Source: an optimization exercise on an open RTL-to-GDS flow (aim: small area, a short achievable clock period and few clock cycles per item). Production flows keep margins and buffers that such runs may drop. The RTL was checked by simulation tests, not by an equivalence proof against the original design. Power is estimated from default activity; no workload was simulated.

==> flow/design.v (excerpt) <==
module popcount256 (
  input  logic         clk_i,
  input  logic         rst_ni,
  input  logic         valid_i,
  input  logic [255:0] data_i,
  output logic         valid_o,
  output logic [8:0]   popcount_o
);
  localparam integer Latency = 4;
  logic [8:0] count;
  popcount_pipe u_popcount (
    .clk_i  (clk_i),
    .data_i (data_i),
    .count_o(count)
  );
  logic [Latency-1:0] valid_q;
  always_ff @(posedge clk_i or negedge rst_ni) begin
    if (!rst_ni) begin
      valid_q <= '0;
    end else begin
      valid_q <= {valid_q[Latency-2:0], valid_i};
    end
  end
  assign valid_o = valid_q[Latency-1];
  always_ff @(posedge clk_i) begin
    popcount_o <= count;
  end
endmodule
clock: 9.5 ns
lec_check: 0
cap_margin: 20
core_margin: 2
core_utilization: 55
slew_margin: 20
synth_hierarchical: 1
buffer_ports_args: -buffer_cell sky130_fd_sc_hd__buf_1
cts_args: -sink_clustering_enable -repair_clock_nets -dont_use_dummy_load -buf_list "sky130_fd_sc_hd__clkbuf_4 sky130_fd_sc_hd__clkbuf_8"
standard.sh (not shown) runs the stock make flow with config.mk's settings and CLKGATE_MAP_FILE= SYNTH_SCRIPT=/design/flow/synth_recipe.tcl, a recipe that flattens the netlist after the stock synthesis.
==> flow/flow/run.sh <==
#!/bin/bash
# Own layout flow: the standard ORFS flow (standard.sh, standard synthesis
# unchanged), with sky130 buf_1 cells as the port buffers and a clock tree
# built without dummy balancing loads. Each tool's output is in the ORFS logs
# (orfs/logs/...); make's own output goes to standard.log.
set -euo pipefail
cat >> config.mk <<'EOF2'
export BUFFER_PORTS_ARGS = -buffer_cell sky130_fd_sc_hd__buf_1
export CTS_ARGS = -sink_clustering_enable -repair_clock_nets -dont_use_dummy_load -buf_list "sky130_fd_sc_hd__clkbuf_4 sky130_fd_sc_hd__clkbuf_8"
EOF2
bash standard.sh finish > standard.log 2>&1
Testbench counts at the start, summed over its fixed seeds: cycles 16,024, items 16,000.
Rerun with:
==> flow/flow/run.sh (replaced) <==
#!/bin/bash
# Own layout flow: the standard ORFS flow (standard.sh, standard synthesis
# unchanged), with sky130 buf_1 cells as the input port buffers, buf_2 as the
# output port buffers (flow/pre_global_place.tcl), and a clock tree
# built without dummy balancing loads. Each tool's output is in the ORFS logs
# (orfs/logs/...); make's own output goes to standard.log.
set -euo pipefail
cat >> config.mk <<EOF2
export BUFFER_PORTS_ARGS = -inputs -buffer_cell sky130_fd_sc_hd__buf_1
export PRE_GLOBAL_PLACE_TCL = $PWD/flow/pre_global_place.tcl
export CTS_ARGS = -sink_clustering_enable -repair_clock_nets -dont_use_dummy_load -buf_list sky130_fd_sc_hd__clkbuf_8
EOF2
bash standard.sh finish > standard.log 2>&1
==> flow/flow/pre_global_place.tcl (new file) <==
# Buffer the output ports with buf_2 (the inputs get buf_1 from the
# flow's own buffer_ports call right after this hook).
buffer_ports -outputs -buffer_cell sky130_fd_sc_hd__buf_2
Settings changed: BUFFER_PORTS_ARGS -buffer_cell sky130_fd_sc_hd__buf_1 to -inputs -buffer_cell sky130_fd_sc_hd__buf_1, CTS_ARGS -sink_clustering_enable -repair_clock_nets -dont_use_dummy_load -buf_list "sky130_fd_sc_hd__clkbuf_4 sky130_fd_sc_hd__clkbuf_8" to -sink_clustering_enable -repair_clock_nets -dont_use_dummy_load -buf_list sky130_fd_sc_hd__clkbuf_8, PRE_GLOBAL_PLACE_TCL set to /design/flow/flow/pre_global_place.tcl.
Utilization drops by 0.25 points.
Clock-buffer cell count is unchanged.
Non-clock buffer count drops by 10.
Sequential share of layout area climbs by 0.13 points.
Cell area drops slightly.
Setup slack gains 18 ps.
Worst hold slack gains 15 ps.
Global-route usage climbs by 0.55 points.
Rerun with:
==> flow/flow/run.sh (replaced) <==
#!/bin/bash
# Own layout flow: the standard ORFS flow (standard.sh, standard synthesis
# unchanged), with sky130 buf_1 cells as the port buffers and a clock tree
# built without dummy balancing loads. Each tool's output is in the ORFS logs
# (orfs/logs/...); make's own output goes to standard.log.
set -euo pipefail
cat >> config.mk <<'EOF2'
export BUFFER_PORTS_ARGS = -buffer_cell sky130_fd_sc_hd__buf_1
export CTS_ARGS = -sink_clustering_enable -repair_clock_nets -dont_use_dummy_load -buf_list sky130_fd_sc_hd__clkbuf_8 -sink_clustering_levels 2 -sink_clustering_size 25
EOF2
bash standard.sh finish > standard.log 2>&1
Settings changed: BUFFER_PORTS_ARGS -inputs -buffer_cell sky130_fd_sc_hd__buf_1 to -buffer_cell sky130_fd_sc_hd__buf_1, CTS_ARGS -sink_clustering_enable -repair_clock_nets -dont_use_dummy_load -buf_list sky130_fd_sc_hd__clkbuf_8 to -sink_clustering_enable -repair_clock_nets -dont_use_dummy_load -buf_list sky130_fd_sc_hd__clkbuf_8 -sink_clustering_levels 2 -sink_clustering_size 25, PRE_GLOBAL_PLACE_TCL /design/flow/flow/pre_global_place.tcl to unset.
removed: flow/flow/pre_global_place.tcl
The changed run went through all stages and came out clean.
Combinational power stays flat.
Setup slack is worse by 18 ps.
Clock-buffer cell count is unchanged.
Wire length stays flat.
Sequential power barely changes.
Final cell count rises slightly.

==> static timing again, ports no longer ideal <==
In the flow no input, the clock included, has a driving cell. The finished layouts below were timed again as built, in two steps.
Step 1, drivers: a clkbuf_16 drives clk_i and a buf_2 each remaining input, both assumed.
Step 2 times the ports against the registers' clock, not the clock port: input delays grow and output delays shrink by t, the midpoint of the rising clock arrivals with the driver on.
Three values: ideal, step 1, step 2; two values: the first two.
run	t, ns	slack for setup (ns)	worst hold slack (ns)	worst register clock-pin slew, ns	pins driven straight from the clock port
the first run	0.456	6.691 / 6.656 / 6.311	0.317 / 0.317 / 0.317	0.08 / 0.08	1
the second run	0.471	6.710 / 6.710 / 6.334	0.332 / 0.332 / 0.332	0.08 / 0.08	1
the third run	0.456	6.691 / 6.656 / 6.311	0.317 / 0.317 / 0.317	0.08 / 0.08	1
After both steps every run listed still meets setup and hold.
